From an optimization exercise on the open Yosys and OpenROAD flow, aimed at small area and a short achievable clock period; shortcuts taken in it are not production practice. Where RTL was checked, it was by simulation tests only, not by an equivalence proof against the original. Function not checked in run 1: the RTL went through the layout flow alone. Power and IR drop assume default switching activity.

===== design/flow/config.mk =====
export PLATFORM = sky130hd
export DESIGN_NAME = radix3_fft
export DESIGN_NICKNAME = radix3_fft
export VERILOG_FILES = /design/flow/design.v
export SDC_FILE = /design/flow/constraint.sdc
export NUM_CORES = 8
export LEC_CHECK = 0
export CAP_MARGIN = 20
export CORE_MARGIN = 2
export CORE_UTILIZATION = 40
export SETUP_SLACK_MARGIN = 2.4
export SLEW_MARGIN = 20

===== design/flow/constraint.sdc =====
create_clock -name core_clock -period 5.0 [get_ports {clk}]
set_input_delay 1.0000 -clock core_clock [delete_from_list [all_inputs] [get_ports {clk}]]
set_output_delay 1.0000 -clock core_clock [all_outputs]
set_load 0.01 [all_outputs]

===== design/flow/design.v =====
`timescale 1ns / 1ps
module radix3_fft(
    input clk,
    input rst,
    input in_valid,
    input [31:0] a_re,
    input [31:0] a_img,
    input [31:0] b_re,
    input [31:0] b_img,
    input [31:0] c_re,
    input [31:0] c_img,
    output out_valid,
    output [31:0] ao_re,
    output [31:0] ao_img,
    output [31:0] bo_re,
    output [31:0] bo_img,
    output [31:0] co_re,
    output [31:0] co_img
    );
parameter [5:0] R1 = 6'b011111;     
parameter [5:0] R2 = 6'b011111;     
parameter [4:0] RM = 5'b10111;      
parameter [5:0] R3 = 6'b011111;     
function integer cnt;
    input [31:0] x;
    integer i;
    begin
        cnt = 0;
        for (i = 0; i < 32; i = i + 1) cnt = cnt + x[i];
    end
endfunction
localparam L1 = cnt(R1);
localparam L2 = cnt(R2);
localparam LM = cnt(RM);
localparam L3 = cnt(R3);
localparam LMID = (L2 > LM) ? L2 : LM;
localparam LAT = L1 + LMID + L3;
reg [LAT-1:0] v;
always @(posedge clk) begin
    if (rst)
        v <= {LAT{1'b0}};
    else
        v <= {v[LAT-2:0], in_valid};
end
assign out_valid = v[LAT-1];
wire [31:0] s_re, s_img, d_re, d_img, a1_re, a1_img;
r3_pair #(.R(R1)) P1R (.clk(clk), .x(b_re),  .y(c_re),  .zp(s_re),  .zm(d_re));
r3_pair #(.R(R1)) P1I (.clk(clk), .x(b_img), .y(c_img), .zp(s_img), .zm(d_img));
r3_pipe #(.W(64), .N(L1)) DA (.clk(clk), .d({a_re, a_img}), .q({a1_re, a1_img}));
wire [31:0] ao2_re, ao2_img, p_re, p_img, m_re, m_img;
wire [31:0] ao3_re, ao3_img, p3_re, p3_img, m3_re, m3_img;
r3_st2 #(.R(R2)) S2R (.clk(clk), .a(a1_re),  .s(s_re),  .ao(ao2_re),  .p(p_re));
r3_st2 #(.R(R2)) S2I (.clk(clk), .a(a1_img), .s(s_img), .ao(ao2_img), .p(p_img));
r3_mul #(.R(RM)) MR (.clk(clk), .d(d_re),  .m(m_re));
r3_mul #(.R(RM)) MI (.clk(clk), .d(d_img), .m(m_img));
r3_pipe #(.W(128), .N(LMID - L2)) DP (.clk(clk), .d({ao2_re, ao2_img, p_re, p_img}),
                                      .q({ao3_re, ao3_img, p3_re, p3_img}));
r3_pipe #(.W(64), .N(LMID - LM)) DM (.clk(clk), .d({m_re, m_img}), .q({m3_re, m3_img}));
r3_pair #(.R(R3)) P3R (.clk(clk), .x(p3_re),  .y(m3_img), .zp(co_re),  .zm(bo_re));
r3_pair #(.R(R3)) P3I (.clk(clk), .x(p3_img), .y(m3_re),  .zp(bo_img), .zm(co_img));
r3_pipe #(.W(64), .N(L3)) DAO (.clk(clk), .d({ao3_re, ao3_img}), .q({ao_re, ao_img}));
endmodule
module r3_pipe #(parameter W = 32, parameter N = 1) (
    input clk,
    input [W-1:0] d,
    output [W-1:0] q
    );
generate
    if (N == 0) begin : g_wire
        assign q = d;
    end else begin : g_reg
        reg [W-1:0] r [0:N-1];
        integer i;
        always @(posedge clk) begin
            r[0] <= d;
            for (i = 1; i < N; i = i + 1) r[i] <= r[i-1];
        end
        assign q = r[N-1];
    end
endgenerate
endmodule
module r3_cut #(parameter W = 32, parameter EN = 1) (
    input clk,
    input [W-1:0] d,
    output [W-1:0] q
    );
generate
    if (EN) begin : g_reg
        reg [W-1:0] r;
        always @(posedge clk) r <= d;
        assign q = r;
    end else begin : g_wire
        assign q = d;
    end
endgenerate
endmodule
module r3_lzc (
    input [23:0] z,
    output [4:0] c
    );
wire [31:0] v = {z, 8'hff};
wire [15:0] a1; wire [15:0] c1;
wire [7:0] a2; wire [15:0] c2;
wire [3:0] a3; wire [11:0] c3;
wire [1:0] a4; wire [7:0] c4;
genvar i;
generate
    for (i = 0; i < 16; i = i + 1) begin : g1
        assign a1[i] = ~v[2*i+1] & ~v[2*i];
        assign c1[i] = ~v[2*i+1];
    end
    for (i = 0; i < 8; i = i + 1) begin : g2
        assign a2[i] = a1[2*i+1] & a1[2*i];
        assign c2[2*i+1:2*i] = a1[2*i+1] ? {1'b1, c1[2*i]} : {1'b0, c1[2*i+1]};
    end
    for (i = 0; i < 4; i = i + 1) begin : g3
        assign a3[i] = a2[2*i+1] & a2[2*i];
        assign c3[3*i+2:3*i] = a2[2*i+1] ? {1'b1, c2[4*i+1:4*i]} : {1'b0, c2[4*i+3:4*i+2]};
    end
    for (i = 0; i < 2; i = i + 1) begin : g4
        assign a4[i] = a3[2*i+1] & a3[2*i];
        assign c4[4*i+3:4*i] = a3[2*i+1] ? {1'b1, c3[6*i+2:6*i]} : {1'b0, c3[6*i+5:6*i+3]};
    end
endgenerate
assign c = a4[1] ? {1'b1, c4[3:0]} : {1'b0, c4[7:4]};
endmodule
module r3_norm1 (
    input [23:0] z,
    output [23:0] n,
    output [4:0] c,
    output zero
    );
assign zero = ~|z;
wire z16 = ~|z[23:8];
wire [23:0] n1 = z16 ? {z[7:0], 16'd0} : z;
wire z8 = ~|n1[23:16];
assign n = z8 ? {n1[15:0], 8'd0} : n1;
wire [4:0] lz;
r3_lzc L (.z(z), .c(lz));
assign c = zero ? 5'd0 : lz;
endmodule
module r3_norm2 (
    input [23:0] z,
    input [7:0] e,
    input [4:0] c,
    output [23:0] n,
    output [7:0] en
    );
wire z4 = ~|z[23:20];
wire [23:0] n3 = z4 ? {z[19:0], 4'd0} : z;
wire z2 = ~|n3[23:22];
wire [23:0] n4 = z2 ? {n3[21:0], 2'd0} : n3;
wire z1 = ~n4[23];
assign n = z1 ? {n4[22:0], 1'b0} : n4;
assign en = e - {3'd0, c};
endmodule
module r3_fin #(parameter [2:0] R = 0) (
    input clk,
    input [23:0] la,
    input [23:0] sa,
    input [23:0] ls,
    input [23:0] ss,
    input [7:0] ea,
    input [7:0] es,
    input same,
    input sgn,
    input sgnd,
    output [31:0] zp,
    output [31:0] zm
    );
wire [24:0] sum = {1'b0, la} + {1'b0, sa};
wire [23:0] dif = ls - ss;
wire [24:0] sum_d; wire [23:0] dif_d; wire [7:0] ea_d, es_d; wire same_d, sgn_d, sgnd_d;
r3_cut #(.W(25+24+8+8+3), .EN(R[0])) C0 (.clk(clk),
    .d({sum, dif, ea, es, same, sgn, sgnd}),
    .q({sum_d, dif_d, ea_d, es_d, same_d, sgn_d, sgnd_d}));
wire [23:0] dn1; wire [4:0] lz; wire zero;
r3_norm1 N1 (.z(dif_d), .n(dn1), .c(lz), .zero(zero));
wire [31:0] rs = {sgn_d, sum_d[24] ? ea_d + 8'd1 : ea_d, sum_d[24] ? sum_d[23:1] : sum_d[22:0]};
wire [23:0] dn1_e; wire [31:0] rs_e; wire [7:0] es_e; wire [4:0] lz_e; wire same_e, sgnd_e;
r3_cut #(.W(24+32+8+5+2), .EN(R[1])) C1 (.clk(clk),
    .d({dn1, rs, es_d, lz, same_d, sgnd_d}),
    .q({dn1_e, rs_e, es_e, lz_e, same_e, sgnd_e}));
wire [23:0] dn; wire [7:0] en;
r3_norm2 N2 (.z(dn1_e), .e(es_e), .c(lz_e), .n(dn), .en(en));
wire [31:0] rd = {sgnd_e, en, dn[22:0]};
wire [31:0] zp_e = same_e ? rs_e : rd;
wire [31:0] zm_e = same_e ? rd : rs_e;
r3_cut #(.W(64), .EN(R[2])) C2 (.clk(clk), .d({zp_e, zm_e}), .q({zp, zm}));
endmodule
module r3_pair #(parameter [5:0] R = 0) (
    input clk,
    input [31:0] x,
    input [31:0] y,
    output [31:0] zp,
    output [31:0] zm
    );
wire [31:0] xi, yi;
r3_cut #(.W(64), .EN(R[5])) C5 (.clk(clk), .d({x, y}), .q({xi, yi}));
wire [7:0] xe = xi[30:23], ye = yi[30:23];
wire xbig = xi[30:0] >= yi[30:0];
wire [7:0] dxy = xe - ye;
wire [7:0] dyx = ye - xe;
wire zxy = (|dxy[7:5]) | (dxy[4] & dxy[3]);
wire zyx = (|dyx[7:5]) | (dyx[4] & dyx[3]);
wire same_a = ~(xi[31] ^ yi[31]);
wire sgn_a = xi[31];
wire [22:0] xf_b, yf_b; wire [7:0] xe_b, ye_b; wire [4:0] dxy_b, dyx_b;
wire xbig_b, zxy_b, zyx_b, same_b, sgn_b;
r3_cut #(.W(23+23+8+8+5+5+5), .EN(R[0])) C0 (.clk(clk),
    .d({xi[22:0], yi[22:0], xe, ye, dxy[4:0], dyx[4:0], xbig, zxy, zyx, same_a, sgn_a}),
    .q({xf_b, yf_b, xe_b, ye_b, dxy_b, dyx_b, xbig_b, zxy_b, zyx_b, same_b, sgn_b}));
wire [4:0] sh = xbig_b ? dxy_b : dyx_b;
wire shz = xbig_b ? zxy_b : zyx_b;
wire [7:0] ea = xbig_b ? xe_b : ye_b;
wire sgnd_b = sgn_b ^ ~xbig_b;
wire [22:0] lf = xbig_b ? xf_b : yf_b;
wire [22:0] sf = xbig_b ? yf_b : xf_b;
wire [23:0] sm = shz ? 24'd0 : ({1'b1, sf} >> sh);
wire [22:0] lf_c; wire [23:0] sm_c; wire same_c, sgn_c, sgnd_c; wire [7:0] e_c;
r3_cut #(.W(23+24+3+8), .EN(R[1])) C1 (.clk(clk),
    .d({lf, sm, same_b, sgn_b, sgnd_b, ea}),
    .q({lf_c, sm_c, same_c, sgn_c, sgnd_c, e_c}));
r3_fin #(.R(R[4:2])) F (.clk(clk), .la({1'b1, lf_c}), .sa(sm_c), .ls({1'b1, lf_c}), .ss(sm_c),
    .ea(e_c), .es(e_c), .same(same_c), .sgn(sgn_c), .sgnd(sgnd_c), .zp(zp), .zm(zm));
endmodule
module r3_st2 #(parameter [5:0] R = 0) (
    input clk,
    input [31:0] a,
    input [31:0] s,
    output [31:0] ao,
    output [31:0] p
    );
wire [31:0] ai, si;
r3_cut #(.W(64), .EN(R[5])) C5 (.clk(clk), .d({a, s}), .q({ai, si}));
wire sa = ai[31];
wire same = ~(ai[31] ^ si[31]);
wire [7:0] ea = ai[30:23];
wire [7:0] es = si[30:23];
wire [22:0] fa = ai[22:0];
wire [22:0] fs = si[22:0];
wire [8:0] t9 = {1'b0, ea} - {1'b0, es};
wire tneg = t9[8];                  
wire [7:0] d0 = t9[7:0];            
wire [7:0] n1 = es + ~ea;           
wire [7:0] es1 = es - 8'd1;
wire esz = ~|es;
wire w = esz & ea[7];
wire mp1 = tneg | w;                
wire [7:0] sg = mp1 ? n1 : d0;
wire sgz = (|sg[7:5]) | (sg[4] & sg[3]);
wire feq0 = ~|d0;                   
wire feq1 = ~|n1;                   
wire fge = fa >= fs;
wire [7:0] e0 = tneg ? es : ea;
wire [7:0] e1 = (tneg | esz) ? es1 : ea;
wire abig0 = mp1 ? w : ~(feq0 & ~fge);
wire abig1 = mp1 ? (feq1 & fge) : ~esz;
wire [3:0] sel0 = mp1 ? (w ? 4'b0000 : 4'b0100) : (abig0 ? 4'b1000 : 4'b0010);
wire [3:0] sel1 = mp1 ? (abig1 ? 4'b0001 : 4'b1000) : (esz ? 4'b0000 : 4'b0100);
wire [3:0] selA = same ? sel0 : sel1;
wire [3:0] selS = same ? sel1 : sel0;
wire abigA = same ? abig0 : abig1;
wire abigS = same ? abig1 : abig0;
wire [7:0] eA = same ? e0 : e1;
wire [7:0] eS = same ? e1 : e0;
wire sgnd = sa ^ ~abigS;
wire [22:0] fa_b, fs_b; wire [4:0] sg_b; wire [3:0] selA_b, selS_b; wire [7:0] eA_b, eS_b;
wire sgz_b, mp1_b, abigA_b, abigS_b, same_b, sa_b, sgnd_b;
r3_cut #(.W(23+23+5+4+4+8+8+7), .EN(R[0])) C0 (.clk(clk),
    .d({fa, fs, sg[4:0], selA, selS, eA, eS, sgz, mp1, abigA, abigS, same, sa, sgnd}),
    .q({fa_b, fs_b, sg_b, selA_b, selS_b, eA_b, eS_b, sgz_b, mp1_b, abigA_b, abigS_b, same_b, sa_b, sgnd_b}));
wire [23:0] ma = {1'b1, fa_b};
wire [23:0] ms = {1'b1, fs_b};
wire [23:0] xs = mp1_b ? ma : ms;
wire [23:0] base = sgz_b ? 24'd0 : (xs >> sg_b);
wire [23:0] base1 = {1'b0, base[23:1]};
wire [23:0] smA = ({24{selA_b[3]}} & base) | ({24{selA_b[2]}} & base1) |
                  ({24{selA_b[1]}} & ma) | ({24{selA_b[0]}} & ms);
wire [23:0] smS = ({24{selS_b[3]}} & base) | ({24{selS_b[2]}} & base1) |
                  ({24{selS_b[1]}} & ma) | ({24{selS_b[0]}} & ms);
wire [22:0] lfA = abigA_b ? fa_b : fs_b;
wire [22:0] lfS = abigS_b ? fa_b : fs_b;
wire [22:0] lfA_c, lfS_c; wire [23:0] smA_c, smS_c; wire [7:0] eA_c, eS_c; wire same_c, sa_c, sgnd_c;
r3_cut #(.W(2*(23+24+8)+3), .EN(R[1])) C1 (.clk(clk),
    .d({lfA, smA, eA_b, lfS, smS, eS_b, same_b, sa_b, sgnd_b}),
    .q({lfA_c, smA_c, eA_c, lfS_c, smS_c, eS_c, same_c, sa_c, sgnd_c}));
r3_fin #(.R(R[4:2])) F (.clk(clk), .la({1'b1, lfA_c}), .sa(smA_c), .ls({1'b1, lfS_c}), .ss(smS_c),
    .ea(eA_c), .es(eS_c), .same(same_c), .sgn(sa_c), .sgnd(sgnd_c), .zp(ao), .zm(p));
endmodule
module r3_mul #(parameter [4:0] R = 0) (
    input clk,
    input [31:0] d,
    output [31:0] m
    );
wire [31:0] di;
r3_cut #(.W(32), .EN(R[3])) C3 (.clk(clk), .d(d), .q(di));
wire [23:0] mm = {1'b1, di[22:0]};
wire [24:0] t = {1'b0, mm} + {2'b0, mm[23:1]};
wire [23:0] u = mm - {4'd0, mm[23:4]};
wire [22:0] f_b; wire c1; wire [23:0] u_b; wire [7:0] e_b; wire sd_b;
r3_cut #(.W(23+1+24+8+1), .EN(R[0])) C0 (.clk(clk),
    .d({di[22:0], t[24], u, di[30:23], di[31]}), .q({f_b, c1, u_b, e_b, sd_b}));
wire u23 = u_b[23];
wire ez = (e_b == 8'd0);
wire byp1 = (e_b == 8'd1) | ((e_b == 8'd255) & c1);
wire byp2 = (e_b[7:1] == 7'd1) | (e_b[7:1] == 7'd2);    
wire byp = byp1 | byp2;
wire nrm = ~byp & ~ez;
wire [23:0] m_b = {1'b1, f_b};
wire [23:0] s2 = u23 ? u_b : {u_b[22:0], 1'b0};
wire [24:0] o1 = {1'b0, byp1 ? s2 : m_b};
wire [24:0] o2 = nrm ? {2'd0, m_b[23:1]} : 25'd0;
wire [24:0] o3 = nrm ? {3'd0, u_b[23:3], 1'b0} : ez ? {2'd0, u_b[23:1]} : 25'd0;
wire cin = nrm & ~c1 & u_b[2];
wire sh = nrm & c1;
wire [7:0] e1 = byp2 ? e_b + 8'd250 :
                byp1 ? (e_b[1] ? 8'd252 : 8'd254) + {7'd0, u23} :
                ez   ? 8'd255 : e_b + {7'd0, c1};
wire [7:0] e0 = e1 - 8'd1;
wire sg = byp2 ? sd_b : ~sd_b;
wire [24:0] cs_s = o1 ^ o2 ^ o3;
wire [24:0] cs_c = (o1 & o2) | (o1 & o3) | (o2 & o3);
wire [24:0] cs_s_c, cs_c_c; wire cin_c, sh_c, sg_c; wire [7:0] e1_c, e0_c;
r3_cut #(.W(25+25+3+8+8), .EN(R[1])) C1 (.clk(clk),
    .d({cs_s, cs_c, cin, sh, sg, e1, e0}), .q({cs_s_c, cs_c_c, cin_c, sh_c, sg_c, e1_c, e0_c}));
wire [25:0] w = {1'b0, cs_s_c} + {cs_c_c, cin_c};
wire [25:0] w_d; wire sh_d, sg_d; wire [7:0] e1_d, e0_d;
r3_cut #(.W(26+2+8+8), .EN(R[4])) C4 (.clk(clk),
    .d({w, sh_c, sg_c, e1_c, e0_c}), .q({w_d, sh_d, sg_d, e1_d, e0_d}));
wire [24:0] h = sh_d ? w_d[25:1] : w_d[24:0];
wire [31:0] m_e = {sg_d, h[24] ? e1_d : e0_d, h[24] ? h[23:1] : h[22:0]};
r3_cut #(.W(32), .EN(R[2])) C2 (.clk(clk), .d(m_e), .q(m));
endmodule

===== design/flow/run.sh =====
#!/bin/bash
# synth_recipe.tcl (not shown) runs the flow's synth.tcl, then flattens the netlist and writes it again
# the make line also repeats each setting of config.mk as NAME=value (left out here)
make -C /OpenROAD-flow-scripts/flow DESIGN_CONFIG=/design/flow/config.mk WORK_HOME=/design/flow/orfs CLKGATE_MAP_FILE= SYNTH_SCRIPT=/design/flow/synth_recipe.tcl finish

==> results.txt, run 1 <==
status complete, no violations; Slew HR 31.53%; Avg Inst Size Synth 10.66 sq um; area of the multi-input gates 0.05921 sq mm; HP Class flop to flop; first-pass GRT wire length 470,400 microns; Required @ worst endpoint 5.83 ns; Synth Instances approximately 12,000; routed vias 84,330; maximum vdd drop between 0.4 and 0.5 mV; Yosys cell types slightly above 100; Starting Density 40.15%; vias per inst approximately 5.0; Leak Pwr roughly 65 nW; fin crit period 3.048 ns; clock sink count around 3,200; dpl cells between 15,000 and 20,000; met2 WL approximately 140,000 microns; Area growth syn-to-layout 20.88%; first-pass iteration count of the detailed router 9; pin count of the biggest net entering global routing 88; register area about 0.065 sq mm; CTS tree built; Port-buffer cells 387; post-synthesis mux area share about an eighth; Met3 Wirelength 14,030 microns; synthesized net count 12,690; Max Fclk 328.0 MHz; fin cells about 17,000; Post-route DRC 0; GRT Util Overall 18.37%; vias in the first global route 83,810; xor and xnor area share after synthesis 3.334%; max incr delay on CP ~0.5 ns; PD cells 752.0 mW/mm^2; async set-or-reset flop fraction in the synthesized netlist 0%; Die Height 563.1 microns; maximum clock path buffer count 4; Final Wtd Congestion between 0.8 and 0.9; initial drt markers 5,641; Final Hold Fails 0; unrepaired setup endpoints after global routing yes; highest routed layer met5; main combinational cell family by area after synthesis multiplexers; post-detail-place hpwl 226,200 microns; initial antenna violation count 17; GRT Residual Overflow 0; Setup-failing EPs final 0; Slowest-stage cell, CP or4b_1; Die X-Extent 563.1 microns; Setup TNS 0 ns; Clock Pin Slew Worst Setup and Hold Paths 0.07 ns; WL final 306,100 microns; YS warnings 16; Synth Area in Simple Gates 9.018%; area share of fa/ha/maj cells after synthesis under 10%; Post-synth EDFFs 0; Seq/Total Area, Yosys about half; Worst Tran Pin Value between 1 and 1.5 ns; fin. max-slew vios 0; Setup Skew 0.06357 ns; DRT met1 WL 146,300 microns; final instance area 0.1511 sq mm; Top-Level Pins 388; CTS root buf clkbuf_16; hold buffer count at cts 0; worst-skew pair later-pin latency 0.93 ns; crit-path cells ha_4, inv_2, fa_2, a211oi_2, o21bai_1, or4b_1, a22o_1, a21oi_2, nand4_1, a21oi_4, nor3b_2, a221oi_2; FP Rows 205; DP Area around 0.13 sq mm; CP Capture Type flop; Worst Path Max Fanout 5; Synth Cell Area 0.1250 sq mm; Routed Antenna Nets 0; H-tree depth 5; fin nets 13,350; CP Launch Type flop; max cap viols 0; Crit Path Class flop to flop; total core area 0.3114 sq mm; die area 0.3171 sq mm; Compound-Gate Fraction of Synth Area 11.50%; filler instances 27,970; Synth Register Bits 3,223; share of cells above drive strength 1 between 10% and 20%; PnR Total Power approximately 110 mW; WL per Instance 18.21 microns; Critical Path AT 3.88 ns; Synth Flop Type dfxtp_1; part of the cycle the worst path needs 60.97%; CTS buffer count 333
## Yosys cell counts (all sizes together) (119+ instances only)
master  instances  area [sq um]
nand2         744          2793
nand3         124         620.6
a21oi         734          3689
ha            686          8583
nor2          810          3063
xnor2         325          2846
mux2i         531          5315
o21ai         360          1802
inv           915          3435
clkbuf        289          1090
nor2b         140         875.8
mux2          640          7207
o21bai        122         915.9
buf           134         762.0
mux4          119          2718
a21o          129         968.4
dfxtp        3223         64520
xor2          151          1323
nor3          150         760.7
## repair_timing
item                       CTS  global route
gates resized for setup    694           521
pin swaps                  203           303
cloned                       8            13
setup endpoints to repair  870           410
setup buffers              166           118
## layer usage
layer	global-route usage [%]	up-vias
met3	2.674	505
li1	-	41950
met2	29.63	2090
met1	25.42	39780
met5	0	-
met4	5.442	4
## power by group
group,total [mW],internal (mW),switching [mW],leakage (nW)
clock network,25.8,15.4,10.4,5.64
registers,43.9,36.2,7.65,27.1
logic,44.0,20.5,23.5,31.9
## registers in the layout, summed over array words and instances, names as in the netlist, 66 cells and up
name / cells
MI.C1.g_reg.r: 66
DAO.g_reg.r: 320
P3R.F.C1.g_reg.r: 71
S2R.F.C0.g_reg.r: 68
P1R.C0.g_reg.r: 76
P3I.F.C1.g_reg.r: 71
P1R.F.C1.g_reg.r: 71
S2I.F.C0.g_reg.r: 68
P3I.C0.g_reg.r: 76
S2R.C0.g_reg.r: 82
MR.C1.g_reg.r: 66
S2I.F.C1.g_reg.r: 71
P1I.F.C1.g_reg.r: 71
S2I.C1.g_reg.r: 113
S2R.F.C1.g_reg.r: 71
P3R.C0.g_reg.r: 76
S2R.C1.g_reg.r: 113
S2I.C0.g_reg.r: 82
P1I.C0.g_reg.r: 76
DA.g_reg.r: 320
## through the flow
| step | setup slack [ns] | hold WS (ns) | util [%] |
|---|---|---|---|
| 2_1_floorplan | 2.270 | 0.3095 | - |
| 3_3_place_gp | 1.501 | 0.3095 | 42.75 |
| 3_5_place_dp | 1.519 | 0.3121 | 42.75 |
| 4_1_cts | 2.002 | 0.2976 | 47.45 |
| 5_1_grt | 1.823 | 0.2880 | 48.53 |
| 6_report | 1.952 | 0.3001 | 48.53 |
## cell families after synthesis
kind of cell               Yosys count
AOI/OAI and AO/OA                 2186
and+or+nand+nor                   2449
buffers and inverters             1340
muxes                             1290
DFF                               3223
xor gates and xnor gates           476
adders and majority gates          764
## worst paths after layout
path,startpoint,to,slack (ns),depth (start not counted)
max,P1I.F.C2.g_reg.r[55],S2I.C0.g_reg.r[0],1.95,12
min,DA.g_reg.r[3][25],DA.g_reg.r[4][25],0.30,0
max reg2reg,P1I.F.C2.g_reg.r[55],S2I.C0.g_reg.r[0],1.95,12
min reg2reg,DA.g_reg.r[3][25],DA.g_reg.r[4][25],0.30,0
## cells in the final DEF, fill, tap and decap left out, types with 73 or more instances in the layout
master,synthesis,layout
clkbuf_16,0,346
mux4_2,109,118
nor2b_1,140,126
a22oi_1,83,73
inv_1,913,873
a21o_1,129,128
buf_4,26,282
ha_1,686,601
xor2_1,151,151
nor2_1,803,763
dfxtp_1,3223,3119
nand2b_1,83,76
nand2_1,744,723
a21oi_1,730,652
and2_1,84,81
mux2_2,640,626
nand3_1,124,118
o21a_1,80,78
a222oi_1,76,76
o21ai_0,342,268
nor3_1,148,133
o21bai_1,122,119
xnor2_1,325,319
mux2i_1,531,504
dlygate4sd2_1,0,167
clkdlybuf4s50_1,0,193
## worst max-delay path, delay by kind of cell, from the launching register on
kind	cells	cell delay, ns
adder cells (fa/ha/maj)	2	0.54
flip-flops	1	0.40
AO/OA/AOI/OAI	6	1.22
buffers and inverters	1	0.04
AND/OR/NAND/NOR	3	0.82
## final cells by class
class	instances	share of cell area, %
Antenna cell	3	0.004967
Clock buffer	463	6.355
Clock inverter	141	1.356
Inverter	916	2.302
Multi-Input combinational cell	7178	39.18
Sequential cell	3223	42.84
Tap cell	4140	3.428
Timing Repair Buffer	740	4.529
Timing Repair inverter	2	0.008279
==> run 2: changes to the inputs <==
--- a/design/flow/design.v
+++ b/design/flow/design.v
@@ -260,14 +260,14 @@
 wire [3:0] sel1 = mp1 ? (abig1 ? 4'b0001 : 4'b1000) : (esz ? 4'b0000 : 4'b0100);
-wire [3:0] selA = same ? sel0 : sel1;
-wire [3:0] selS = same ? sel1 : sel0;
-wire abigA = same ? abig0 : abig1;
-wire abigS = same ? abig1 : abig0;
-wire [7:0] eA = same ? e0 : e1;
-wire [7:0] eS = same ? e1 : e0;
-wire sgnd = sa ^ ~abigS;
-wire [22:0] fa_b, fs_b; wire [4:0] sg_b; wire [3:0] selA_b, selS_b; wire [7:0] eA_b, eS_b;
-wire sgz_b, mp1_b, abigA_b, abigS_b, same_b, sa_b, sgnd_b;
-r3_cut #(.W(23+23+5+4+4+8+8+7), .EN(R[0])) C0 (.clk(clk),
-    .d({fa, fs, sg[4:0], selA, selS, eA, eS, sgz, mp1, abigA, abigS, same, sa, sgnd}),
-    .q({fa_b, fs_b, sg_b, selA_b, selS_b, eA_b, eS_b, sgz_b, mp1_b, abigA_b, abigS_b, same_b, sa_b, sgnd_b}));
+wire [22:0] fa_b, fs_b; wire [4:0] sg_b; wire [3:0] sel0_b, sel1_b; wire [7:0] e0_b, e1_b;
+wire sgz_b, mp1_b, abig0_b, abig1_b, same_b, sa_b;
+r3_cut #(.W(23+23+5+4+4+8+8+6), .EN(R[0])) C0 (.clk(clk),
+    .d({fa, fs, sg[4:0], sel0, sel1, e0, e1, sgz, mp1, abig0, abig1, same, sa}),
+    .q({fa_b, fs_b, sg_b, sel0_b, sel1_b, e0_b, e1_b, sgz_b, mp1_b, abig0_b, abig1_b, same_b, sa_b}));
+wire [3:0] selA = same_b ? sel0_b : sel1_b;
+wire [3:0] selS = same_b ? sel1_b : sel0_b;
+wire abigA = same_b ? abig0_b : abig1_b;
+wire abigS = same_b ? abig1_b : abig0_b;
+wire [7:0] eA = same_b ? e0_b : e1_b;
+wire [7:0] eS = same_b ? e1_b : e0_b;
+wire sgnd = sa_b ^ ~abigS;
 wire [23:0] ma = {1'b1, fa_b};
@@ -277,11 +277,11 @@
 wire [23:0] base1 = {1'b0, base[23:1]};
-wire [23:0] smA = ({24{selA_b[3]}} & base) | ({24{selA_b[2]}} & base1) |
-                  ({24{selA_b[1]}} & ma) | ({24{selA_b[0]}} & ms);
-wire [23:0] smS = ({24{selS_b[3]}} & base) | ({24{selS_b[2]}} & base1) |
-                  ({24{selS_b[1]}} & ma) | ({24{selS_b[0]}} & ms);
-wire [22:0] lfA = abigA_b ? fa_b : fs_b;
-wire [22:0] lfS = abigS_b ? fa_b : fs_b;
+wire [23:0] smA = ({24{selA[3]}} & base) | ({24{selA[2]}} & base1) |
+                  ({24{selA[1]}} & ma) | ({24{selA[0]}} & ms);
+wire [23:0] smS = ({24{selS[3]}} & base) | ({24{selS[2]}} & base1) |
+                  ({24{selS[1]}} & ma) | ({24{selS[0]}} & ms);
+wire [22:0] lfA = abigA ? fa_b : fs_b;
+wire [22:0] lfS = abigS ? fa_b : fs_b;
 wire [22:0] lfA_c, lfS_c; wire [23:0] smA_c, smS_c; wire [7:0] eA_c, eS_c; wire same_c, sa_c, sgnd_c;
 r3_cut #(.W(2*(23+24+8)+3), .EN(R[1])) C1 (.clk(clk),
-    .d({lfA, smA, eA_b, lfS, smS, eS_b, same_b, sa_b, sgnd_b}),
+    .d({lfA, smA, eA, lfS, smS, eS, same_b, sa_b, sgnd}),
     .q({lfA_c, smA_c, eA_c, lfS_c, smS_c, eS_c, same_c, sa_c, sgnd_c}));
@@ -300,9 +300,11 @@
 wire [23:0] u = mm - {4'd0, mm[23:4]};
-wire [22:0] f_b; wire c1; wire [23:0] u_b; wire [7:0] e_b; wire sd_b;
-r3_cut #(.W(23+1+24+8+1), .EN(R[0])) C0 (.clk(clk),
-    .d({di[22:0], t[24], u, di[30:23], di[31]}), .q({f_b, c1, u_b, e_b, sd_b}));
+wire [7:0] e = di[30:23];
+wire ez_a = (e == 8'd0);
+wire byp1_a = (e == 8'd1) | ((e == 8'd255) & t[24]);
+wire byp2_a = (e[7:1] == 7'd1) | (e[7:1] == 7'd2);    
+wire [22:0] f_b; wire c1; wire [23:0] u_b; wire [7:0] e_b; wire sd_b, ez, byp1, byp2;
+r3_cut #(.W(23+1+24+8+1+3), .EN(R[0])) C0 (.clk(clk),
+    .d({di[22:0], t[24], u, e, di[31], ez_a, byp1_a, byp2_a}),
+    .q({f_b, c1, u_b, e_b, sd_b, ez, byp1, byp2}));
 wire u23 = u_b[23];
-wire ez = (e_b == 8'd0);
-wire byp1 = (e_b == 8'd1) | ((e_b == 8'd255) & c1);
-wire byp2 = (e_b[7:1] == 7'd1) | (e_b[7:1] == 7'd2);    
 wire byp = byp1 | byp2;
--- a/design/flow/config.mk
+++ b/design/flow/config.mk
@@ -10,2 +10,4 @@
 export CORE_UTILIZATION = 40
+export CTS_CLUSTER_DIAMETER = 80
+export CTS_CLUSTER_SIZE = 24
 export SETUP_SLACK_MARGIN = 2.4
==> run 2 against run 1 <==
Maximum frequency rose by 6.6%; sequential power fell by 0.9%; largest cell class unchanged; clock-buffer cell count fell by 263.
==> results.txt, run 2 <==
status complete, no violations; die area 0.3164 sq mm (-0.22%); Required @ worst endpoint 5.77 ns (-0.06 ns); WL final 300,300 microns (-1.9%); async set-or-reset flop fraction in the synthesized netlist 0% (unchanged); final instance area 0.1441 sq mm (-4.6%); fin. max-slew vios 0 (unchanged); CTS tree built; Regs by FF count DA.g_reg.r x320, DAO.g_reg.r x320; setup ws final 2.140 ns (+0.1881 ns); WL per Instance 18.38 microns (+0.91%); first-pass GRT wire length 463,800 microns (-1.4%); first-pass iteration count of the detailed router 10 (+1); Synth Flop Type dfxtp_1; fin nets 13,070 (-2.1%); routed vias 82,100 (-2.7%); commonest non-fill, non-tap cell in the layout dfxtp_1; CP Launch Type flop; Max Fclk 349.6 MHz (+6.6%); H-tree depth 4 (-1); Worst Tran Pin Value 1.142 ns (+0.1169 ns); Avg Inst Size Synth 10.69 sq um (+0.27%); CTS root buf clkbuf_16; initial drt markers 5,354 (-5.1%); filler instances 28,470 (+1.8%); Post-synth EDFFs 0 (unchanged); Starting Density 40.09% (-0.057 points); Seq/Total Area, Yosys 51.72% (+0.12 points); GRT Util Overall 18.16% (-0.21 points); count leader, synth dfxtp_1; CTS buffer count 179 (-46%); Leak Pwr 61.05 nW (-5.5%); GRT Residual Overflow 0 (unchanged); fin cells 16,340 (-2.8%); Critical Path AT 3.63 ns (-0.25 ns); max cap viols 0 (unchanged); top cells by count, synth dfxtp_1 (3,223), inv_1 (828), nor2_1 (788), a21oi_1 (734), ha_1 (684); CP Capture Type flop; maximum vdd drop 0.3700 mV (-16%); Port-buffer cells 387 (unchanged); part of the cycle the worst path needs 57.20% (-3.8 points); post-synth top area share 51.72% (+0.12 points); post-detail-place hpwl 229,300 microns (+1.3%); clock sink count 3,223 (unchanged); unrepaired setup endpoints after global routing yes; Final Hold Fails 0 (unchanged); Setup-failing EPs final 0 (unchanged); cell taking the most area after synthesis dfxtp_1; PD cells 708.5 mW/mm^2 (-5.8%); FP Rows 205 (unchanged); total core area 0.3111 sq mm (about the same); Area growth syn-to-layout 15.52%; commonest cells after routing, fill and taps aside dfxtp_1 (3,104), inv_1 (793), nor2_1 (769); Setup Skew 0.04500 ns (-0.01857 ns); Crit Path Class flop to flop; Synth Instances 11,670 (-0.49%); Final Wtd Congestion 0.8977 (+0.28%); Slew HR 23.49% (-8.0 points); pin count of the biggest net entering global routing 88 (unchanged); Routed Antenna Nets 0 (unchanged); vias in the first global route 81,570 (-2.7%); HP Class flop to flop; synthesized net count 12,630 (-0.47%); maximum clock path buffer count 4 (unchanged); Post-route DRC 0 (unchanged); Synth Cell Area 0.1247 sq mm (-0.23%); dpl cells 15,820 (-0.48%); fin crit period 2.860 ns (-0.1881 ns); Top-Level Pins 388 (unchanged); Worst Path Max Fanout 2 (-3); register area 0.06476 sq mm (about the same); Setup TNS 0 ns (unchanged); Die Height 562.5 microns (-0.11%); PnR Total Power 102.1 mW (-10%); Yosys cell types 88 (-15%); Die X-Extent 562.5 microns (-0.11%); vias per inst 5.024 (+0.12%); worst-skew pair later-pin latency 0.89 ns (-0.04 ns); YS warnings 16 (unchanged); Synth Register Bits 3,223 (unchanged); area of the multi-input gates 0.05900 sq mm (-0.34%); Clock Pin Slew Worst Setup and Hold Paths 0.09 ns (+0.02 ns); dpl ws 1.213 ns (-0.3061 ns); share of cells above drive strength 1 17.31% (-1.9 points); Area contributors post-synth dfxtp_1 (52%), ha_1 (6.9%), mux2_2 (5.9%), mux2i_1 (4.3%), a21oi_1 (2.9%); initial antenna violation count 17 (unchanged); DP Area 0.1329 sq mm (-0.13%)
run 2: what timing repair did:
item / in CTS / in global routing
gates resized for setup: 670 / 466
hold buffers: 0 / 0
endpoints found under the setup margin: 865 / 426
endpoints found under the hold margin: 0 / 0
cloned: 5 / 4
setup buffers: 135 / 112
pin swaps: 166 / 290
run 2: layout make-up:
type | instances | share of cell area [%]
antenna | 1 | 0.001736
tap | 4140 | 3.594
clock inverter | 67 | 0.5947
sequential | 3223 | 44.93
clock buffer | 200 | 3.271
inverter | 830 | 2.195
timing repair buffer | 709 | 4.463
timing repair inverter | 1 | 0.005209
multi-input combinational | 7170 | 40.94
run 2: critical path, stage by stage (launching register included):
cell and delay, ns:
dfxtp_2 0.35, ha_4 0.16, fa_2 0.39, nand2b_4 0.09, a221oi_2 0.07, o22a_1 0.20, o41a_1 0.40, a2111oi_4 0.36
o21bai_1 0.15, a31oi_2 0.19, o31ai_2 0.12, a211o_1 0.27
run 2: routing by layer:
| metal | wire length, microns | track usage (%) |
|---|---|---|
| met2 | 138200 | 30.12 |
| met1 | 142900 | 25.00 |
| met4 | 7058 | 4.380 |
| met5 | 13 | 0 |
| met3 | 12070 | 2.314 |
run 2: power by group:
| part | switching [mW] | internal (mW) | total, mW |
|---|---|---|---|
| logic | 22.7 | 20.0 | 42.7 |
| clock network | 8.70 | 7.18 | 15.9 |
| registers | 7.45 | 36.1 | 43.5 |
| total | 38.8 | 63.3 | 102 |
run 2: metrics by stage:
step / hold slack [ns] / util, %
global placement: 0.3095 / 42.73
floorplan: 0.3096 / -
CTS: 0.2956 / 45.41
detailed placement: 0.3118 / 42.73
global route: 0.2959 / 46.32
finish: 0.3057 / 46.32
run 2: worst paths after layout:
check / from / to / slack (ns) / cells after the start
max: P1R.C1.g_reg.r[35] / P1R.F.C0.g_reg.r[67] / 2.14 / 11
max reg2reg: P1R.C1.g_reg.r[35] / P1R.F.C0.g_reg.r[67] / 2.14 / 11
min reg2reg: DA.g_reg.r[2][31] / DA.g_reg.r[3][31] / 0.31 / 0
min: DA.g_reg.r[2][31] / DA.g_reg.r[3][31] / 0.31 / 0
run 2: cells by family (layout without fill, tap and decap cells):
family	count (synthesis)	after routing	share of synthesized area, %
mux	1318	1318	12.51
xor+xnor	493	493	3.461
simple gates	2415	2417	8.994
other cells	0	1	0
flops	3223	3223	51.72
fa+ha+maj	762	762	8.112
buf+inv	1281	1807	3.946
compound gates	2178	2180	11.26
==> run 3: changes to the inputs <==
--- a/design/flow/config.mk
+++ b/design/flow/config.mk
@@ -12,3 +12,3 @@
 export CTS_CLUSTER_SIZE = 24
-export SETUP_SLACK_MARGIN = 2.4
+export SETUP_SLACK_MARGIN = 2.2
 export SLEW_MARGIN = 20
==> run 3 against run 2 <==
Flip-flop and latch count is the same; combinational power shrank 6.3%; via count shrank 1.1%; clock power is essentially flat; first-iteration DRC count shrank 6.0%; clock skew grew 0.025 ns; cell count shrank 0.76%; sequential power is essentially flat; still clean on timing, DRC and antenna; global-route usage shrank 0.24 points.
==> results.txt, run 3 <==
status complete, no violations; Setup TNS 0 ns (unchanged); crit-path cells bufbuf_16, mux4_2, nand2_1, nand2_1, mux2i_1, a211oi_1, a21oi_1, nor2_1, a222oi_1, o21ai_1; YS warnings 16 (unchanged); WL final 294,900 microns (-1.8%); Max Fclk 352.2 MHz (+0.73%); Area contributors post-synth dfxtp_1 (52%), ha_1 (6.9%), mux2_2 (5.9%), mux2i_1 (4.3%), a21oi_1 (2.9%); Final Hold Fails 0 (unchanged); Area growth syn-to-layout 13.06%; vias per inst 5.005 (-0.38%); Worst Tran Pin Value 1.170 ns (+0.02728 ns); GRT Util Overall 17.92% (-0.24 points); Starting Density 40.09% (unchanged); first-pass iteration count of the detailed router 8 (-2); met1 global-route usage 25.02% (+0.025 points); fin util 45.33% (-0.99 points); vias in the first global route 80,050 (-1.9%); Required @ worst endpoint 5.74 ns (-0.03 ns); top cells by count, synth dfxtp_1 (3,223), inv_1 (828), nor2_1 (788), a21oi_1 (734), ha_1 (684); Yosys cell types 88 (unchanged); commonest cells after routing, fill and taps aside dfxtp_1 (3,161), inv_1 (816), nor2_1 (783); Synth Instances 11,670 (unchanged); post-synth top area share 51.72% (unchanged); gr busiest metal met2; Routed Antenna Nets 0 (unchanged); initial antenna violation count 21 (+4); synthesized net count 12,630 (unchanged); max cap viols 0 (unchanged); Seq/Total Area, Yosys 51.72% (unchanged); Top Family by Delay on Critical Path compound AO/OA/AOI/OAI gates; critical path buffer and inverter count 1 (+1); max incr delay on CP 0.51 ns (+0.11 ns); CP Launch Type flop; Setup-failing EPs final 0 (unchanged); initial drt markers 5,033 (-6.0%); FF-to-FF End S2R.C1.g_reg.r[17]; clock sink count 3,223 (unchanged); GRT met2 Usage 29.53% (-0.59 points); WL per Instance 18.19 microns (-1.0%); count leader, synth dfxtp_1; PnR Total Power 99.39 mW (-2.7%); maximum vdd drop 0.3745 mV (+1.2%); cell mode on critical path nand2_1; part of the cycle the worst path needs 56.79% (-0.41 points); die area 0.3164 sq mm (unchanged); FP Rows 205 (unchanged); routed vias 81,160 (-1.1%); dpl ws 1.219 ns (+0.006320 ns); Slew HR 21.66% (-1.8 points); Leak Pwr 60.05 nW (-1.6%); async set-or-reset flop fraction in the synthesized netlist 0% (unchanged); CTS tree built; Worst Path Max Fanout 12 (+10); reg-to-reg startpoint S2R.C0.g_reg.r[4]; fin nets 12,940 (-1.0%); Critical Path AT 3.58 ns (-0.05 ns); fin. max-slew vios 0 (unchanged); Post-route DRC 0 (unchanged); Reg2Reg Setup Slack 2.16 ns (+0.02 ns); cell taking the most area after synthesis dfxtp_1; worst r2r path cells 10 (-1); worst-skew pair later-pin latency 0.90 ns (about the same); Synth Register Bits 3,223 (unchanged); share of cells above drive strength 1 13.66% (-3.7 points); post-detail-place hpwl 228,300 microns (-0.42%); unrepaired setup endpoints after global routing yes; Final Wtd Congestion 0.8876 (-1.1%); WHS Path Cells 0 (unchanged); CTS buffer count 177 (-1.1%); Top-Level Pins 388 (unchanged); Synth Cell Area 0.1247 sq mm (unchanged); Avg Inst Size Synth 10.69 sq um (unchanged); Slowest-stage cell, CP mux4_2; Port-buffer cells 387 (unchanged); setup ws final 2.160 ns (+0.02065 ns); commonest non-fill, non-tap cell in the layout dfxtp_1; GRT Residual Overflow 0 (unchanged); CTS root buf clkbuf_16; PD cells 704.7 mW/mm^2 (-0.54%); maximum clock path buffer count 4 (unchanged); Setup Skew 0.07012 ns (+0.02511 ns); Die Height 562.5 microns (unchanged); Clock Pin Slew Worst Setup and Hold Paths 0.09 ns (about the same); Regs by FF count DA.g_reg.r x320, DAO.g_reg.r x320; hold path start DAO.g_reg.r[0][61]; fin crit period 2.840 ns (-0.02065 ns); Crit Path Class flop to flop; grt met3 use 2.279% (-0.034 points); pin count of the biggest net entering global routing 88 (unchanged); H-tree depth 4 (unchanged); first-pass GRT wire length 458,000 microns (-1.3%); Die X-Extent 562.5 microns (unchanged); Synth Flop Type dfxtp_1; total core area 0.3111 sq mm (unchanged); CP Capture Type flop; CP Depth 10 (-1); HP Class flop to flop; Post-synth EDFFs 0 (unchanged); Hold EP DAO.g_reg.r[1][61]; filler instances 28,810 (+1.2%)
## run 3: stage by stage
stage	instance area, sq um	instances	hold slack (ns)
2_1_floorplan	124800	11670	0.3096
6_report	141000	16220	0.3021
3_5_place_dp	132700	15810	0.3121
3_3_place_gp	132700	15810	0.3098
5_1_grt	141000	16210	0.3052
4_1_cts	139500	16150	0.3004
## run 3: area by class of cell
class                   count  area (sq um)  share of cell area, %
clock inverters            66         923.4                 0.6547
diodes                      5         12.51               0.008871
repair buffers            580          5259                  3.729
flip-flops and latches   3223         64650                  45.84
inverters                 830          3126                  2.216
multi-input cells        7169         57170                  40.53
well taps                4140          5180                  3.673
repair inverters            1         7.507               0.005323
clock buffers             202          4711                  3.340
## run 3: worst reg2reg max path, cell delays in order, from the launching register on
cell and delay [ns]:
dfxtp_4 0.40, bufbuf_16 0.31, mux4_2 0.52, nand2_1 0.08, nand2_1 0.08, mux2i_1 0.33, a211oi_1 0.15, a21oi_1 0.22
nor2_1 0.10, a222oi_1 0.38, o21ai_1 0.14
## run 3: cell families after synthesis
group,Yosys count,share of synthesized area (%)
flip-flops,3223,51.72
XOR/XNOR,493,3.461
buffers and inverters,1281,3.946
adder cells (fa/ha/maj),762,8.112
multiplexers,1318,12.51
AO/OA/AOI/OAI,2178,11.26
AND/OR/NAND/NOR,2415,8.994
## run 3: per-layer routing
| layer | wire length (microns) | share of wire (%) | up-vias |
|---|---|---|---|
| li1 | - | - | 40850 |
| met1 | 142100 | 48 | 38270 |
| met2 | 134600 | 46 | 1719 |
| met3 | 12150 | 4.1 | 320 |
| met4 | 5983 | 2.0 | 8 |
| met5 | 60 | 0.020 | - |
## run 3: report_power, final
part	total [mW]	internal (mW)	switching (mW)
Clock	16.0	7.38	8.61
Combinational	40.0	18.3	21.7
Sequential	43.4	36.0	7.35
## run 3: worst max path at each step
stage                      endpoint  slack (ns)               start
2_1_floorplan     P1I.C0.g_reg.r[2]        2.17           c_img[23]
3_3_place_gp      P1R.C0.g_reg.r[4]        1.27             c_re[1]
3_5_place_dp      P1R.C0.g_reg.r[4]        1.22             c_re[1]
4_1_cts        P1R.F.C0.g_reg.r[65]        1.95  P1R.C1.g_reg.r[11]
5_1_grt        P1R.F.C0.g_reg.r[65]        2.04  P1R.C1.g_reg.r[11]
6_report         S2R.C1.g_reg.r[17]        2.16   S2R.C0.g_reg.r[4]
## run 3: repair_timing
item / in CTS / in global routing
buffers inserted: 62 / 62
endpoints found under the setup margin: 677 / 355
pin swaps: 65 / 120
hold buffers: 0 / 0
resized for setup: 405 / 232
cloned: 3 / 3
==> run 4: changes to the inputs <==
--- a/design/flow/config.mk
+++ b/design/flow/config.mk
@@ -12,3 +12,3 @@
 export CTS_CLUSTER_SIZE = 24
-export SETUP_SLACK_MARGIN = 2.2
+export SETUP_SLACK_MARGIN = 2.3
 export SLEW_MARGIN = 20
==> run 4 against run 3 <==
Largest power group unchanged; wire length is 0.13% higher; synthesized cell count stayed put; first-iteration DRC count is 1.7% higher; via count is 0.18% higher; flip-flop and latch count stayed put; maximum frequency is 0.80% higher; sequential share of layout area is 0.41 points lower; non-clock buffer count is 55 higher; global-route usage hardly changed; combinational power is 3% higher; setup slack better by 0.023 ns.
==> results.txt, run 4 <==
routed vias 81,310 (+0.18%); cell taking the most area after synthesis dfxtp_1; critical path buffer and inverter count 0 (-1); async set-or-reset flop fraction in the synthesized netlist 0% (unchanged); hold path start DA.g_reg.r[2][31]; YS warnings 16 (unchanged); Avg Inst Size Synth 10.69 sq um (unchanged); Crit Path Class flop to flop; Top-Level Pins 388 (unchanged); CTS tree built; Reg2Reg Setup Slack 2.18 ns (+0.02 ns); Worst Path Max Fanout 2 (-10); Sw Share 37.94% (+0.066 points); Top Family by Delay on Critical Path compound AO/OA/AOI/OAI gates; Seq/Total Area, Yosys 51.72% (unchanged); CP Capture Type flop; maximum vdd drop 0.3079 mV (-18%); fin nets 13,000 (+0.44%); Clock Pin Slew Worst Setup and Hold Paths 0.09 ns (about the same); Comb pwr share 40.9% (+0.6 points); worst-skew pair later-pin latency 0.90 ns (about the same); first-pass iteration count of the detailed router 10 (+2); Leak Pwr 60.45 nW (+0.68%); CP Launch Type flop; share of cells above drive strength 1 15.22% (+1.6 points); vias per inst 4.996 (-0.19%); Worst Tran Pin Value 1.157 ns (-0.01302 ns); maximum clock path buffer count 4 (unchanged); commonest cells after routing, fill and taps aside dfxtp_1 (3,150), inv_1 (804), nor2_1 (778); Synth Cell Area 0.1247 sq mm (unchanged); Setup TNS 0 ns (unchanged); Regs by FF count DA.g_reg.r x320, DAO.g_reg.r x320; Final Hold Fails 0 (unchanged); fin cells 16,280 (+0.37%); status complete, no violations; clock power share 15.8% (-0.3 points); Die Height 562.5 microns (unchanged); WHS Path Cells 0 (unchanged); Required @ worst endpoint 5.78 ns (+0.04 ns); fin. max-slew vios 0 (unchanged); net switching power 38.16 mW (+1.4%); Hold EP DA.g_reg.r[3][31]; vias in the first global route 80,810 (+0.94%); Synth Register Bits 3,223 (unchanged); WL per Instance 18.14 microns (-0.24%); Hold Slack 0.2952 ns (-0.006957 ns); CTS root buf clkbuf_16; Area contributors post-synth dfxtp_1 (52%), ha_1 (6.9%), mux2_2 (5.9%), mux2i_1 (4.3%), a21oi_1 (2.9%); part of the cycle the worst path needs 56.34% (-0.45 points); worst r2r path cells 11 (+1); Critical Path AT 3.60 ns (+0.02 ns); Starting Density 40.09% (unchanged); reg-to-reg startpoint P1R.C1.g_reg.r[11]; max cap viols 0 (unchanged); crit-path cells ha_4, fa_2, nand2b_4, a221oi_2, o22a_1, o41a_1, a2111oi_4, o21bai_1, a31oi_2, o31ai_2, a211o_1; Post-route DRC 0 (unchanged); Routed Antenna Nets 0 (unchanged); Slew HR 22.54% (+0.87 points); WL final 295,300 microns (+0.13%); commonest non-fill, non-tap cell in the layout dfxtp_1; Synth Instances 11,670 (unchanged); Yosys cell types 88 (unchanged); Setup Skew 0.05497 ns (-0.01514 ns); fin crit period 2.817 ns (-0.02264 ns); count leader, synth dfxtp_1; Post-synth EDFFs 0 (unchanged); clock sink count 3,223 (unchanged); post-synth top area share 51.72% (unchanged); total core area 0.3111 sq mm (unchanged); H-tree depth 4 (unchanged); Area growth syn-to-layout 14.13%; initial drt markers 5,120 (+1.7%); Setup-failing EPs final 0 (unchanged); hold buffer count at cts 0 (unchanged); GRT Residual Overflow 0 (unchanged); synthesized net count 12,630 (unchanged); post-detail-place hpwl 227,500 microns (-0.35%); Final Wtd Congestion 0.8947 (+0.80%); PD cells 706.4 mW/mm^2 (+0.24%); first-pass GRT wire length 458,400 microns (+0.10%); FP Rows 205 (unchanged); fin util 45.76% (+0.43 points); pin count of the biggest net entering global routing 88 (unchanged); Int Power 62.42 mW (+1.1%); Max Fclk 355.0 MHz (+0.80%); dpl cells 15,810 (-0.013%); Die X-Extent 562.5 microns (unchanged); CTS buffer count 178 (+0.56%); Synth Flop Type dfxtp_1; unrepaired setup endpoints after global routing yes; die area 0.3164 sq mm (unchanged); max incr delay on CP 0.39 ns (-0.12 ns); initial antenna violation count 15 (-29%); FF-to-FF End P1R.F.C0.g_reg.r[67]; Port-buffer cells 387 (unchanged); top cells by count, synth dfxtp_1 (3,223), inv_1 (828), nor2_1 (788), a21oi_1 (734), ha_1 (684); HP Class flop to flop; Slowest-stage cell, CP o41a_1; Seq pwr share 43.3% (-0.4 points); GRT Util Overall 17.94% (about the same)
==> run 4: cell counts after synthesis <==
Identical to the previous run, type by type.
==> run 4: metrics by stage <==
stage / power, mW / cell area, sq um / setup WS (ns)
after detailed placement: 82.47 / 132900 / 1.221
after global placement: 81.97 / 132900 / 1.157
final: 100.6 / 142400 / 2.183
after CTS: 99.61 / 140200 / 2.053
after floorplan: 68.87 / 125000 / 2.168
after global routing: 107.7 / 142400 / 2.086
==> run 4: kinds of logic after synthesis <==
| family | count (synthesis) | synth area share, % |
|---|---|---|
| and+or+nand+nor | 2415 | 8.994 |
| AOI/OAI and AO/OA | 2178 | 11.26 |
| buffers and inverters | 1281 | 3.946 |
| xor gates and xnor gates | 493 | 3.461 |
| muxes | 1318 | 12.51 |
| DFF | 3223 | 51.72 |
| adders and majority gates | 762 | 8.112 |
==> run 4: layout make-up <==
class	instances	area (sq um)
timing repair inverter	1	7.507
multi-input combinational	7170	58030
tap	4140	5180
clock buffer	200	4608
fill	28690	168800
clock inverter	67	923.4
inverter	830	3157
timing repair buffer	635	5762
sequential	3223	64680
antenna	10	25.02
==> run 4: layer usage <==
layer / share of wire [%] / vias up / global-route usage (%)
met4: 2.3 / 4 / 4.332
met2: 46 / 1571 / 29.56
li1: - / 40960 / -
met3: 3.8 / 360 / 2.107
met5: 0.0085 / - / 0
met1: 48 / 38410 / 24.97
==> run 4: power groups by stage <==
stage	Combinational [mW]	Clock [mW]	Sequential, mW
4_1_cts	39.4	16.5	43.7
5_1_grt	45.5	17.4	44.8
6_report	41.1	15.9	43.5
3_3_place_gp	37.9	0	44.1
3_5_place_dp	38.2	0	44.3
2_1_floorplan	28.5	0	40.4
==> run 4: how the worst max path moves through the flow <==
stage / end / cells past startpoint / slack (ns) / startpoint
after floorplan: P1I.C0.g_reg.r[3] / 11 / 2.17 / b_img[25]
final: P1R.F.C0.g_reg.r[67] / 11 / 2.18 / P1R.C1.g_reg.r[11]
after CTS: P1R.F.C0.g_reg.r[67] / 11 / 2.05 / P1R.C1.g_reg.r[35]
after detailed placement: P1R.C0.g_reg.r[4] / 12 / 1.22 / c_re[1]
after global routing: P1R.F.C0.g_reg.r[67] / 11 / 2.09 / P1R.C1.g_reg.r[35]
after global placement: P3R.F.C1.g_reg.r[57] / 10 / 1.16 / P3R.F.C0.g_reg.r[36]
==> run 4: worst reg2reg max path, delay by kind of cell (launching register included) <==
| kind | cells | cell delay [ns] |
|---|---|---|
| compound gates | 8 | 1.76 |
| fa+ha+maj | 2 | 0.53 |
| simple gates | 1 | 0.10 |
| flops | 1 | 0.35 |
==> run 4: what timing repair did <==
item | CTS | global route
gates resized for setup | 503 | 348
endpoints found under the setup margin | 753 | 334
pin swaps | 96 | 211
setup buffers | 97 | 83
cloned | 5 | 3
==> run 5: changes to the inputs <==
--- a/design/flow/config.mk
+++ b/design/flow/config.mk
@@ -10,4 +10,2 @@
 export CORE_UTILIZATION = 40
-export CTS_CLUSTER_DIAMETER = 80
-export CTS_CLUSTER_SIZE = 24
 export SETUP_SLACK_MARGIN = 2.3
==> run 5 against run 4 <==
Maximum frequency increased by 0.96%; critical path depth did not move; clock skew is 0.0082 ns lower; synthesized cell count unchanged; largest cell class unchanged; setup slack improved by 0.027 ns; clock-buffer cell count rose by 239; area after synthesis unchanged; highest routed layer unchanged; die area did not move; cell count rose by 2.0%; register-to-register slack better by 0.03 ns.
==> results.txt, run 5 <==
status complete, no violations; H-tree depth 5 (+1); max cap viols 0 (unchanged); CP Launch Type flop; clock sink count 3,223 (unchanged); routed vias 82,620 (+1.6%); CTS root buf clkbuf_16; maximum vdd drop 0.3288 mV (+6.8%); Avg Inst Size Synth 10.69 sq um (unchanged); Worst Tran Pin Value 1.157 ns (+0.0004806 ns); vias per inst 4.978 (-0.35%); pin count of the biggest net entering global routing 88 (unchanged); register area 0.06467 sq mm (about the same); count leader, synth dfxtp_1; Leak Pwr 63.26 nW (+4.6%); PnR Total Power 109.9 mW (+9.3%); Area growth syn-to-layout 18.70%; GRT Util Overall 18.14% (+0.20 points); Port-buffer cells 387 (unchanged); initial drt markers 5,056 (-1.3%); first-pass iteration count of the detailed router 8 (-2); Required @ worst endpoint 5.79 ns (about the same); Die Height 562.5 microns (unchanged); Regs by FF count DA.g_reg.r x320, DAO.g_reg.r x320; WL per Instance 18.01 microns (-0.71%); Post-route DRC 0 (unchanged); YS warnings 16 (unchanged); PD cells 742.5 mW/mm^2 (+5.1%); WL final 298,900 microns (+1.2%); HP Class flop to flop; commonest non-fill, non-tap cell in the layout dfxtp_1; post-synth top area share 51.72% (unchanged); commonest cells after routing, fill and taps aside dfxtp_1 (3,158), inv_1 (805), nor2_1 (779); Final Wtd Congestion 0.8947 (unchanged); Synth Register Bits 3,223 (unchanged); Final Hold Fails 0 (unchanged); Synth Cell Area 0.1247 sq mm (unchanged); Seq/Total Area, Yosys 51.72% (unchanged); cell taking the most area after synthesis dfxtp_1; initial antenna violation count 18 (+3); fin crit period 2.790 ns (-0.02675 ns); CTS tree built; fin util 47.59% (+1.8 points); async set-or-reset flop fraction in the synthesized netlist 0% (unchanged); part of the cycle the worst path needs 55.80% (-0.53 points); Crit Path Class flop to flop; post-detail-place hpwl 227,500 microns (unchanged); Yosys cell types 88 (unchanged); CP Capture Type flop; Routed Antenna Nets 0 (unchanged); Synth Flop Type dfxtp_1; top cells by count, synth dfxtp_1 (3,223), inv_1 (828), nor2_1 (788), a21oi_1 (734), ha_1 (684); Die X-Extent 562.5 microns (unchanged); Synth Instances 11,670 (unchanged); hold buffer count at cts 0 (unchanged); vias in the first global route 82,660 (+2.3%); die area 0.3164 sq mm (unchanged); FP Rows 205 (unchanged); first-pass GRT wire length 464,100 microns (+1.2%); Hold Slack 0.2863 ns (-0.008898 ns); total core area 0.3111 sq mm (unchanged); GRT Residual Overflow 0 (unchanged); Top-Level Pins 388 (unchanged); Post-synth EDFFs 0 (unchanged); synthesized net count 12,630 (unchanged); filler instances 28,250 (-1.5%); worst-skew pair later-pin latency 0.93 ns (+0.03 ns); CTS buffer count 331 (+86%); Setup Skew 0.04677 ns (-0.008202 ns); Area contributors post-synth dfxtp_1 (52%), ha_1 (6.9%), mux2_2 (5.9%), mux2i_1 (4.3%), a21oi_1 (2.9%); Max Fclk 358.4 MHz (+0.96%); Starting Density 40.09% (unchanged); fin nets 13,140 (+1.1%); Critical Path AT 3.58 ns (-0.02 ns); Setup TNS 0 ns (unchanged); share of cells above drive strength 1 16.97% (+1.7 points); area of the multi-input gates 0.05793 sq mm (-0.17%); Clock Pin Slew Worst Setup and Hold Paths 0.06 ns (-0.03 ns); fin. max-slew vios 0 (unchanged); Setup-failing EPs final 0 (unchanged); Worst Path Max Fanout 2 (unchanged); unrepaired setup endpoints after global routing yes; Slew HR 22.50% (-0.032 points); maximum clock path buffer count 4 (unchanged)
==> run 5: area by class of cell <==
type,count,area share (%)
Sequential cell,3223,43.67
Multi-Input combinational cell,7168,39.12
Clock buffer,439,6.320
Timing Repair Buffer,629,3.842
Tap cell,4140,3.498
Inverter,830,2.132
Clock inverter,161,1.398
Antenna cell,5,0.008450
Timing Repair inverter,1,0.005070
==> run 5: path summary, 6_finish.rpt <==
path                                    startpoint                   end  slack (ns)  depth (start not counted)
worst min register to register  DAO.g_reg.r[1][37]    DAO.g_reg.r[2][37]        0.29                          0
worst max register to register  P1R.C1.g_reg.r[11]  P1R.F.C0.g_reg.r[67]        2.21                         11
worst max-delay path            P1R.C1.g_reg.r[11]  P1R.F.C0.g_reg.r[67]        2.21                         11
worst min-delay path            DAO.g_reg.r[1][37]    DAO.g_reg.r[2][37]        0.29                          0
==> run 5: cell families after synthesis <==
family	after synthesis	synth area share [%]
compound gates	2178	11.26
xor+xnor	493	3.461
fa+ha+maj	762	8.112
buf+inv	1281	3.946
flops	3223	51.72
mux	1318	12.51
simple gates	2415	8.994
==> run 5: power by group <==
group	internal, mW	leakage [nW]	total (mW)	switching [mW]
sequential	36.1	27.1	43.6	7.48
combinational	19.0	30.6	41.0	21.9
clock	15.1	5.57	25.4	10.3
==> run 5: worst max-delay path: stages, from the launching register on <==
cell and delay (ns):
dfxtp_2 0.33, ha_4 0.16, fa_2 0.36, nand2b_4 0.10, a221oi_2 0.07, o22a_1 0.21, o41a_1 0.38, a2111oi_4 0.37
o21bai_1 0.14, a31oi_2 0.19, o31ai_2 0.10, a211o_1 0.27
==> run 5: layer usage <==
metal	share of wire, %	vias to the layer above	track usage [%]	wire, microns
li1	-	41450	-	-
met1	48	38790	24.88	142800
met2	45	1881	29.64	135200
met3	4.4	493	2.642	13040
met4	2.7	4	5.044	7972
met5	0.0084	-	0	25
==> run 5: repair_timing <==
action | CTS | global route
pin swaps | 98 | 191
buffers inserted | 85 | 90
endpoints found under the setup margin | 760 | 358
cloned | 4 | 1
gates resized for setup | 495 | 314
==> run 5: metrics by stage <==
step / std cells / instance area [sq um] / setup slack [ns]
finish: 16600 / 148100 / 2.210
global route: 16590 / 148100 / 2.094
CTS: 16500 / 146000 / 2.041
detailed placement: 15810 / 132900 / 1.221
global placement: 15810 / 132900 / 1.157
floorplan: 11670 / 125000 / 2.168
==> run 6: changes to the inputs <==
--- a/design/flow/config.mk
+++ b/design/flow/config.mk
@@ -10,2 +10,4 @@
 export CORE_UTILIZATION = 40
+export CTS_CLUSTER_DIAMETER = 100
+export CTS_CLUSTER_SIZE = 30
 export SETUP_SLACK_MARGIN = 2.3
==> run 6 against run 5 <==
Cell count shrank 2.2%; worst hold slack gained 0.021 ns; area after synthesis is the same; core utilization shrank 2.1 points; cell area shrank 4.4%; register-to-register slack lost 0.12 ns; wire length shrank 1.5%; clock skew shrank 0.010 ns; highest routed layer unchanged.
==> results.txt, run 6 <==
first-pass GRT wire length 457,100 microns (-1.5%); Seq/Total Area, Yosys 51.72% (unchanged); Hold Slack 0.3074 ns (+0.02113 ns); DRT met1 WL 143,100 microns (+0.27%); commonest cells after routing, fill and taps aside dfxtp_1 (3,139), inv_1 (805), nor2_1 (775); vias per inst 4.991 (+0.27%); fin crit period 2.914 ns (+0.1237 ns); Setup-failing EPs final 0 (unchanged); GRT Residual Overflow 0 (unchanged); crit-path cells ha_4, fa_2, nand2b_4, a221oi_2, o22a_1, o41a_1, a2111oi_4, o21bai_1, a31oi_2, o31ai_2, a211o_1; fin cells 16,230 (-2.2%); maximum vdd drop 0.3346 mV (+1.7%); Yosys cell types 88 (unchanged); Final Wtd Congestion 0.8947 (unchanged); Area growth syn-to-layout 13.49%; Required @ worst endpoint 5.76 ns (-0.03 ns); post-detail-place hpwl 227,500 microns (unchanged); Worst Path Max Fanout 2 (unchanged); GRT Util Overall 17.86% (-0.27 points); worst-skew pair later-pin latency 0.88 ns (-0.05 ns); cell taking the most area after synthesis dfxtp_1; fin. max-slew vios 0 (unchanged); Post-route DRC 0 (unchanged); share of cells above drive strength 1 15.08% (-1.9 points); unrepaired setup endpoints after global routing yes; CTS root buf clkbuf_16; xor and xnor area share after synthesis 3.461% (unchanged); CP Depth 11 (unchanged); max incr delay on CP 0.44 ns (+0.06 ns); filler instances 28,780 (+1.9%); initial antenna violation count 15 (-3); Leak Pwr 60.01 nW (-5.1%); initial drt markers 4,901 (-3.1%); YS warnings 16 (unchanged); fin nets 12,970 (-1.3%); worst r2r path cells 11 (unchanged); part of the cycle the worst path needs 58.28% (+2.5 points); Synth Instances 11,670 (unchanged); die area 0.3164 sq mm (unchanged); Synth Flop Type dfxtp_1; Synth Cell Area 0.1247 sq mm (unchanged); area share of fa/ha/maj cells after synthesis 8.112% (unchanged); CP Capture Type flop; dpl ws 1.221 ns (unchanged); post-synth top area share 51.72% (unchanged); dpl cells 15,810 (unchanged); Slowest-stage cell, CP a2111oi_4; post-synthesis mux area share 12.51% (unchanged); Final Hold Fails 0 (unchanged); H-tree depth 4 (-1); maximum clock path buffer count 4 (unchanged); commonest non-fill, non-tap cell in the layout dfxtp_1; Die Height 562.5 microns (unchanged); Synth Register Bits 3,223 (unchanged); Compound-Gate Fraction of Synth Area 11.26% (unchanged); Crit Path Class flop to flop; Critical Path AT 3.67 ns (+0.09 ns); setup ws final 2.086 ns (-0.1237 ns); Setup Skew 0.03631 ns (-0.01046 ns); PD cells 700.4 mW/mm^2 (-5.7%); status complete, no violations; WL per Instance 18.15 microns (+0.74%); WL final 294,500 microns (-1.5%); CP Launch Type flop; Clock Pin Slew Worst Setup and Hold Paths 0.11 ns (+0.05 ns); max cap viols 0 (unchanged); Slew HR 22.33% (-0.18 points); register area 0.06470 sq mm (about the same); Top Family by Delay on Critical Path compound AO/OA/AOI/OAI gates; Post-synth EDFFs 0 (unchanged); pin count of the biggest net entering global routing 88 (unchanged); synthesized net count 12,630 (unchanged); Regs by FF count DA.g_reg.r x320, DAO.g_reg.r x320; Avg Inst Size Synth 10.69 sq um (unchanged); WHS Path Cells 0 (unchanged); vias in the first global route 80,680 (-2.4%); Synth Area in Simple Gates 8.994% (unchanged); Met3 Wirelength 10,000 microns (-23%); Setup TNS 0 ns (unchanged); highest routed layer met5; count leader, synth dfxtp_1; Routed Antenna Nets 0 (unchanged); clock sink count 3,223 (unchanged); total core area 0.3111 sq mm (unchanged); PnR Total Power 99.15 mW (-9.8%); FP Rows 205 (unchanged); Area contributors post-synth dfxtp_1 (52%), ha_1 (6.9%), mux2_2 (5.9%), mux2i_1 (4.3%), a21oi_1 (2.9%); HP Class flop to flop; Top-Level Pins 388 (unchanged); hold buffer count at cts 0 (unchanged); Starting Density 40.09% (unchanged); async set-or-reset flop fraction in the synthesized netlist 0% (unchanged); Max Fclk 343.2 MHz (-4.2%); CTS buffer count 146 (-56%); Port-buffer cells 387 (unchanged); area of the multi-input gates 0.05806 sq mm (+0.23%); Worst Tran Pin Value 1.160 ns (+0.002627 ns); top cells by count, synth dfxtp_1 (3,223), inv_1 (828), nor2_1 (788), a21oi_1 (734), ha_1 (684); Die X-Extent 562.5 microns (unchanged); critical path buffer and inverter count 0 (unchanged); first-pass iteration count of the detailed router 11 (+3); main combinational cell family by area after synthesis multiplexers; met2 WL 134,200 microns (-0.70%); CTS tree built; routed vias 81,020 (-1.9%)
[run 6: cell counts after synthesis]
Identical to the previous run, type by type.
[run 6: final timing paths]
path | end | slack [ns] | start
max reg2reg | P1R.F.C0.g_reg.r[67] | 2.09 | P1R.C1.g_reg.r[11]
min | DA.g_reg.r[1][34] | 0.31 | DA.g_reg.r[0][34]
max | P1R.F.C0.g_reg.r[67] | 2.09 | P1R.C1.g_reg.r[11]
min reg2reg | DA.g_reg.r[1][34] | 0.31 | DA.g_reg.r[0][34]
[run 6: power by group]
part           leakage, nW  switching, mW  total (mW)  internal, mW
combinational         30.6           22.0        41.2          19.2
clock                 2.26           8.42        14.4          6.02
sequential            27.1           7.48        43.5          36.0
[run 6: final cells by class]
type | instances | share of cell area [%]
Timing Repair inverter | 1 | 0.005303
Multi-Input combinational cell | 7170 | 41.01
Clock buffer | 163 | 2.700
Tap cell | 4140 | 3.659
Sequential cell | 3223 | 45.70
Timing Repair Buffer | 638 | 4.079
Inverter | 830 | 2.232
Antenna cell | 9 | 0.01591
Clock inverter | 57 | 0.5957
[run 6: kinds of logic (layout without fill, tap and decap cells)]
group	Yosys count	count (layout)
other	0	9
adders and majority gates	762	762
muxes	1318	1318
buffers and inverters	1281	1689
xor gates and xnor gates	493	493
DFF	3223	3223
AOI/OAI and AO/OA	2178	2180
and+or+nand+nor	2415	2417
[run 6: layer usage]
| layer | vias to the layer above | global-route usage [%] |
|---|---|---|
| li1 | 40870 | - |
| met4 | 4 | 4.421 |
| met5 | - | 0 |
| met2 | 1591 | 29.51 |
| met1 | 38220 | 24.91 |
| met3 | 330 | 1.883 |
[run 6: metrics by stage]
stage	utilization, %	instance area, sq um
after global routing	45.50	141600
final	45.50	141600
after global placement	42.70	132900
after CTS	44.78	139300
after detailed placement	42.71	132900
after floorplan	-	125000
[run 6: what timing repair did]
action,4_1_cts,5_1_grt
endpoints found under the hold margin,0,0
setup endpoints to repair,770,369
gates resized for setup,513,352
buffers inserted,85,98
pin swaps,95,213
gates cloned,5,3
